Background: an optimization exercise with open tools, aiming at small area. Do not read the settings as production practice. In this exercise RTL edits were held to simulation tests only and were not proved equivalent to the original. Power is estimated from default activity; no workload was simulated.

// top
module top(CLK, RST, SCK, MOSI, MISO, SSEL,PIN_14,PIN_15,PIN_16,PIN_17,PIN_18,LED,PIN_13,PIN_12,PIN_20,PIN_10,PIN_8,PIN_9,PIN_7);
Size: roughly 550 cells after synthesis.
export LEC_CHECK = 0
export CAP_MARGIN = 20
export CORE_MARGIN = 2
export CORE_UTILIZATION = 40
export SLEW_MARGIN = 20
create_clock -name core_clock -period 10.0 [get_ports {CLK}]
standard.sh (not shown) runs the stock make flow with config.mk's settings and CLKGATE_MAP_FILE= SYNTH_SCRIPT=/design/flow/synth_recipe.tcl, a recipe that flattens the netlist after the stock synthesis.
==> flow/flow/run.sh <==
#!/bin/bash
# Layout flow: the standard synthesis, then an area-oriented re-mapping of the
# combinational logic only (every register instance is kept as synthesis made it),
# then the standard layout steps on the re-mapped netlist.
set -euo pipefail
WORK=$(pwd)
R=$WORK/orfs/results/${FLOW_PLATFORM}/top/base
LIB=$FLOW_HOME/platforms/${FLOW_PLATFORM}/lib/sky130_fd_sc_hd__tt_025C_1v80.lib
YOSYS=$FLOW_HOME/../tools/install/yosys/bin/yosys
[[ -x $YOSYS ]] || YOSYS=yosys

# 1. standard synthesis
bash standard.sh synth > $WORK/flow_1_synth.log 2>&1

# 2. re-map the combinational logic for area: ABC runs with different seeds,
#    each fed back into the next round, keeping the smallest result
cp $R/1_2_yosys.v $WORK/1_2_yosys.std.v
SEEDS="1 2 3 4"
ROUNDS="1 2 3"
for s in $SEEDS; do
  (
    in=$WORK/1_2_yosys.std.v
    for r in $ROUNDS; do
      sed "s/@SEED@/$((s * 10 + r))/" $WORK/flow/area.abc > $WORK/area_${s}_$r.abc
      LIB=$LIB IN=$in OUT=$WORK/remap_${s}_$r.v ABCSCRIPT=$WORK/area_${s}_$r.abc \
        $YOSYS -c $WORK/flow/remap.tcl > $WORK/flow_2_remap_${s}_$r.log 2>&1 || break
      in=$WORK/remap_${s}_$r.v
    done
  ) &
done
wait
best=""
bestarea=""
for s in $SEEDS; do
  for r in $ROUNDS; do
    [[ -f $WORK/remap_${s}_$r.v.stat ]] || continue
    if LIB=$LIB OUT=$WORK/remap_${s}_$r.v $YOSYS -c $WORK/flow/check.tcl > $WORK/flow_2_check_${s}_$r.log 2>&1; then
      a=$(awk '/Chip area/ {print $NF}' $WORK/remap_${s}_$r.v.stat)
      echo "seed $s round $r area $a" >> $WORK/flow_2_remap_pick.log
      if [[ -z $best ]] || awk -v a=$a -v b=$bestarea 'BEGIN{exit !(a<b)}'; then best=${s}_$r; bestarea=$a; fi
    fi
  done
done
echo "picked $best area $bestarea" >> $WORK/flow_2_remap_pick.log
[[ -n $best ]]
cp $WORK/remap_$best.v $R/1_2_yosys.v
rm -f $R/1_synth.odb $R/1_synth.sdc

# 3. standard layout from the re-mapped netlist, with a lighter clock tree and
#    small port buffers
CTS="-sink_clustering_enable -repair_clock_nets -dont_use_dummy_load -buf_list sky130_fd_sc_hd__clkbuf_8"
bash standard.sh finish "CTS_ARGS=$CTS" "BUFFER_PORTS_ARGS=-buffer_cell sky130_fd_sc_hd__buf_1" > $WORK/flow_3_layout.log 2>&1
Other scripts of this flow, unchanged in this note and not shown: flow/flow/area.abc, flow/flow/check.tcl, flow/flow/remap.tcl
Then changed:
--- a/flow/design.v
+++ b/flow/design.v
@@ -34,66 +34,70 @@
 wire qapply = (tc[4:0] == 5'd1) & (tc[6:5] == 2'b10) & (tc[11:8] == 4'd3);
 wire q_en  = tc[7] ? (k7 ^ kpend) : (k6 ^ kpend);
 wire q_dir = tc[7] ? (kpend ^ k6) : (k7 ^ k6);
 always @(posedge CLK) begin
   if (RST) count1 <= 10'd100;
   else if (qapply & q_en) count1 <= q_dir ? count1 + 1'b1 : count1 - 1'b1;
 end
 wire [7:0] conn = count1[9:2];
-reg [6:0] s;
-reg [2:0] ind;
+reg [5:0] e;
+reg cp;
 reg R;
 reg [4:0] V, B0, B1;
+wire [2:0] ind = e[2:0] - 3'd3;
+wire cend = tick & (tc[10:5] == e) & ~cp & (tc[11] | R | (e != 6'd3));
 wire [4:0] connsat = (conn[7:5] != 0) ? 5'd31 : conn[4:0];
 always @(posedge CLK) begin
   if (RST) begin
-    s <= 7'd80;
-    ind <= 3'd0;
+    e <= 6'd3;
+    cp <= 1'b0;
     R <= 1'b0;
-  end else if (tick) begin
-    if (s == 7'd127) begin
-      s <= 7'd7;
-      ind <= ind + 1'b1;
+  end else begin
+    if (tick) cp <= cend;
+    if (cend) begin
+      e <= e + 1'b1;
       if (ind == 3'd7) R <= 1'b1;
-    end else s <= {s[5:0], s[6] ^ s[5]};
+    end
   end
 end
 always @(posedge CLK) begin
   if (RST) V <= 5'd25;
-  else if (tick & (s == 7'd127)) V <= connsat;
-  if (tick & (s == 7'd127) & (ind == 3'd0)) B0 <= V;
-  if (tick & (s == 7'd127) & (ind == 3'd1)) B1 <= V;
-end
-reg [7:0] pos;
+  else if (cend) V <= connsat;
+  if (cend & (ind == 3'd0)) B0 <= V;
+  if (cend & (ind == 3'd1)) B1 <= V;
+end
+reg [5:0] q;
 reg [4:0] gcount;
 reg F;
 reg gsdo;
-always @(posedge CLK) begin
-  if (RST) begin
-    pos <= 8'd0;
+wire [1:0] ph = {tc[6] ^ gcount[0], tc[5]};
+wire qlast = q[5] & q[4];
+wire latch1 = qlast & (ph == 2'd0);
+always @(posedge CLK) begin
+  if (RST) begin
+    q <= 6'd0;
     gcount <= 5'd0;
     F <= 1'b0;
   end else if (tick) begin
-    if (pos == 8'd193) pos <= 8'd0;
-    else pos <= pos + 1'b1;
-    if (pos == 8'd192) begin
+    if (ph == 2'd3) q <= qlast ? 6'd0 : q + 1'b1;
+    if (latch1) begin
       if (gcount == 5'd17) begin
         gcount <= 5'd0;
         F <= 1'b1;
       end else gcount <= gcount + 1'b1;
     end
   end
 end
 wire first_word = (gcount == 5'd0) & ~F;
-assign PIN_12 = ((pos[1] ~^ pos[0]) | (pos[7] & pos[6])) & ~(first_word & (pos == 8'd0));
-assign PIN_13 = (pos != 8'd192) & ~first_word;
+assign PIN_12 = (ph[1] ~^ ph[0]) & ~(first_word & (q == 6'd0) & (ph == 2'd0));
+assign PIN_13 = ~latch1 & ~first_word;
 assign PIN_20 = gsdo;
-wire [2:0] bi = pos[4:2];
-wire [2:0] by = pos[7:5];
+wire [2:0] bi = q[2:0];
+wire [2:0] by = q[5:3];
 wire [2:0] grp = {gcount[2], by[1:0] ^ 2'b01};
 wire [4:0] nidx = {~bi, gcount[1:0]};
 reg [4:0] gv;
 always @(*) begin
   case (grp)
     3'd0: gv = B0;
     3'd1: gv = B1;
     3'd2: gv = 5'd31;
@@ -129,17 +133,17 @@
 always @(*) begin
   if (by == 3'd0) wbit = ctl[bi];
   else if (by == 3'd1) wbit = F & ~gcount[4] & ~gcount[3] & (bi == ~gcount[2:0]);
   else if (gcount[4] | gcount[3]) wbit = chars[{by[1:0] ^ 2'b10, bi}];
   else wbit = barbit;
 end
 always @(posedge CLK) begin
   if (RST) gsdo <= 1'b0;
-  else if (tick & (pos[1:0] == 2'd1) & ~(pos[7] & pos[6])) gsdo <= wbit;
+  else if (tick & (ph == 2'd1) & ~qlast) gsdo <= wbit;
 end
 reg sck_q, ssel_q;
 always @(posedge CLK) begin
   if (RST) begin
     sck_q <= 1'b0;
     ssel_q <= 1'b0;
   end else begin
     sck_q <= SCK;
Critical path depth increases by 3.
Global-route usage goes up by 1.2 points.
Power came out lower by 3.0%.
Routed wire length increases by 7.9%.
Worst hold slack gains 0.0032 ns.
Non-clock buffer count went down by 1.
Area after synthesis falls by 1.7%.
Fmax fell by 15%.

---

Another version of the RTL of top (not shown whole).
Size: ~530 cells after synthesis.
clock: 10.0 ns
lec_check: 0
cap_margin: 20
core_margin: 2
core_utilization: 40
slew_margin: 20
==> flow/flow/run.sh <==
#!/bin/bash
# Layout flow: the standard synthesis, then an area-oriented re-mapping of the
# combinational logic only (every register instance is kept as synthesis made it),
# then the standard layout steps on the re-mapped netlist.
set -euo pipefail
WORK=$(pwd)
R=$WORK/orfs/results/${FLOW_PLATFORM}/top/base
LIB=$FLOW_HOME/platforms/${FLOW_PLATFORM}/lib/sky130_fd_sc_hd__tt_025C_1v80.lib
YOSYS=$FLOW_HOME/../tools/install/yosys/bin/yosys
[[ -x $YOSYS ]] || YOSYS=yosys

# 1. standard synthesis
bash standard.sh synth > $WORK/flow_1_synth.log 2>&1

# 2. re-map the combinational logic for area: ABC runs with different seeds,
#    each fed back into the next round, keeping the smallest result
cp $R/1_2_yosys.v $WORK/1_2_yosys.std.v
SEEDS="1 2 3 4"
ROUNDS="1 2 3 4"
for s in $SEEDS; do
  (
    in=$WORK/1_2_yosys.std.v
    for r in $ROUNDS; do
      sed "s/@SEED@/$((s * 10 + r))/" $WORK/flow/area.abc > $WORK/area_${s}_$r.abc
      LIB=$LIB IN=$in OUT=$WORK/remap_${s}_$r.v ABCSCRIPT=$WORK/area_${s}_$r.abc \
        $YOSYS -c $WORK/flow/remap.tcl > $WORK/flow_2_remap_${s}_$r.log 2>&1 || break
      in=$WORK/remap_${s}_$r.v
    done
  ) &
done
wait
best=""
bestarea=""
for s in $SEEDS; do
  for r in $ROUNDS; do
    [[ -f $WORK/remap_${s}_$r.v.stat ]] || continue
    if LIB=$LIB OUT=$WORK/remap_${s}_$r.v $YOSYS -c $WORK/flow/check.tcl > $WORK/flow_2_check_${s}_$r.log 2>&1; then
      a=$(awk '/Chip area/ {print $NF}' $WORK/remap_${s}_$r.v.stat)
      echo "seed $s round $r area $a" >> $WORK/flow_2_remap_pick.log
      if [[ -z $best ]] || awk -v a=$a -v b=$bestarea 'BEGIN{exit !(a<b)}'; then best=${s}_$r; bestarea=$a; fi
    fi
  done
done
echo "picked $best area $bestarea" >> $WORK/flow_2_remap_pick.log
[[ -n $best ]]
cp $WORK/remap_$best.v $R/1_2_yosys.v
rm -f $R/1_synth.odb $R/1_synth.sdc

# 3. standard layout from the re-mapped netlist, with a lighter clock tree and
#    small port buffers
CTS="-sink_clustering_enable -repair_clock_nets -dont_use_dummy_load -buf_list sky130_fd_sc_hd__clkbuf_8"
bash standard.sh finish "CTS_ARGS=$CTS" "BUFFER_PORTS_ARGS=-buffer_cell sky130_fd_sc_hd__buf_1" > $WORK/flow_3_layout.log 2>&1
Other scripts of this flow, unchanged in this note and not shown: flow/flow/area.abc, flow/flow/check.tcl, flow/flow/remap.tcl
Then changed:
--- a/flow/design.v
+++ b/flow/design.v
@@ -33,43 +33,41 @@
 reg [7:0] conn;
 wire qapply = (tc[4:0] == 5'd1) & (tc[6:5] == 2'b10) & (tc[11:7] == 5'd6);
 always @(posedge CLK) begin
   if (RST) conn <= 8'd25;
   else if (qapply & ~k7 & (k6 ^ kpend)) conn <= k6 ? conn + 1'b1 : conn - 1'b1;
 end
 reg [5:0] e;
 reg cp;
-reg R;
+reg F;
+wire R = F | (e >= 6'd11);
 reg [4:0] V, B0, B1;
 wire [2:0] ind = e[2:0] - 3'd3;
 wire cend = tick & (tc[10:5] == e) & ~cp & (tc[11] | R | (e != 6'd3));
 wire [4:0] connsat = (conn[7:5] != 0) ? 5'd31 : conn[4:0];
 always @(posedge CLK) begin
   if (RST) begin
     e <= 6'd3;
     cp <= 1'b0;
-    R <= 1'b0;
   end else begin
     if (tick) cp <= cend;
     if (cend) begin
       e <= e + 1'b1;
-      if (ind == 3'd7) R <= 1'b1;
     end
   end
 end
 always @(posedge CLK) begin
   if (RST) V <= 5'd25;
   else if (cend) V <= connsat;
   if (cend & (ind == 3'd0)) B0 <= V;
   if (cend & (ind == 3'd1)) B1 <= V;
 end
 reg [5:0] q;
 reg [4:0] gcount;
-reg F;
 reg gsdo;
 wire [1:0] ph = {tc[6] ^ gcount[0], tc[5]};
 wire qlast = q[5] & q[4];
 wire latch1 = qlast & (ph == 2'd0);
 always @(posedge CLK) begin
   if (RST) begin
     q <= 6'd0;
     gcount <= 5'd0;
=>
- area after synthesis drops by 0.68%
- sequential cell count falls by 1
- register-to-register slack degrades by 0.05 ns
- setup slack improved by 0.067 ns
- count of clock-buffer cells in the layout is unchanged
- wire length falls by 4.3%
- cell count drops by about 1.6%
- power decreases by about 2.2%
- combinational power went down by 29%
- utilization shrinks by 0.22 points

## separate check: timing with driven ports
How much do the figures lean on ideal ports? The routed layouts below were timed once more, with nothing changed but the port constraints.
Step 1 assumes that a clkbuf_16 drives the clock port and a buf_2 every other input.
Step 2 times the ports against the registers' clock, not the clock port: input delays grow and output delays shrink by t, the midpoint of the rising clock arrivals with the driver on.
Slacks: ideal / step 1 / step 2; pairs: ideal / step 1.
| run | t, ns | setup WS [ns] | hold WS [ns] | slew at the worst register clock pin (ns) | worst data-port slew with drivers (ns) |
|---|---|---|---|---|---|
| the first run of note 1 | 0.390 | 5.774 / 5.739 / 5.514 | 0.444 / 0.444 / 0.444 | 0.10 / 0.10 | 0.03 |
| the second run of note 1 | 0.389 | 5.016 / 4.986 / 5.010 | 0.447 / 0.447 / 0.447 | 0.10 / 0.10 | 0.03 |
| the first run of note 2 | 0.389 | 5.920 / 5.885 / 6.097 | 0.437 / 0.437 / 0.437 | 0.10 / 0.10 | 0.03 |
| the second run of note 2 | 0.382 | 5.987 / 5.956 / 5.683 | 0.438 / 0.438 / 0.438 | 0.09 / 0.09 | 0.04 |
After both steps every run listed still meets setup and hold. The setup slack of the second run of note 2, which loses most, moves by -0.031 ns with the drivers and by -0.304 ns with both steps.
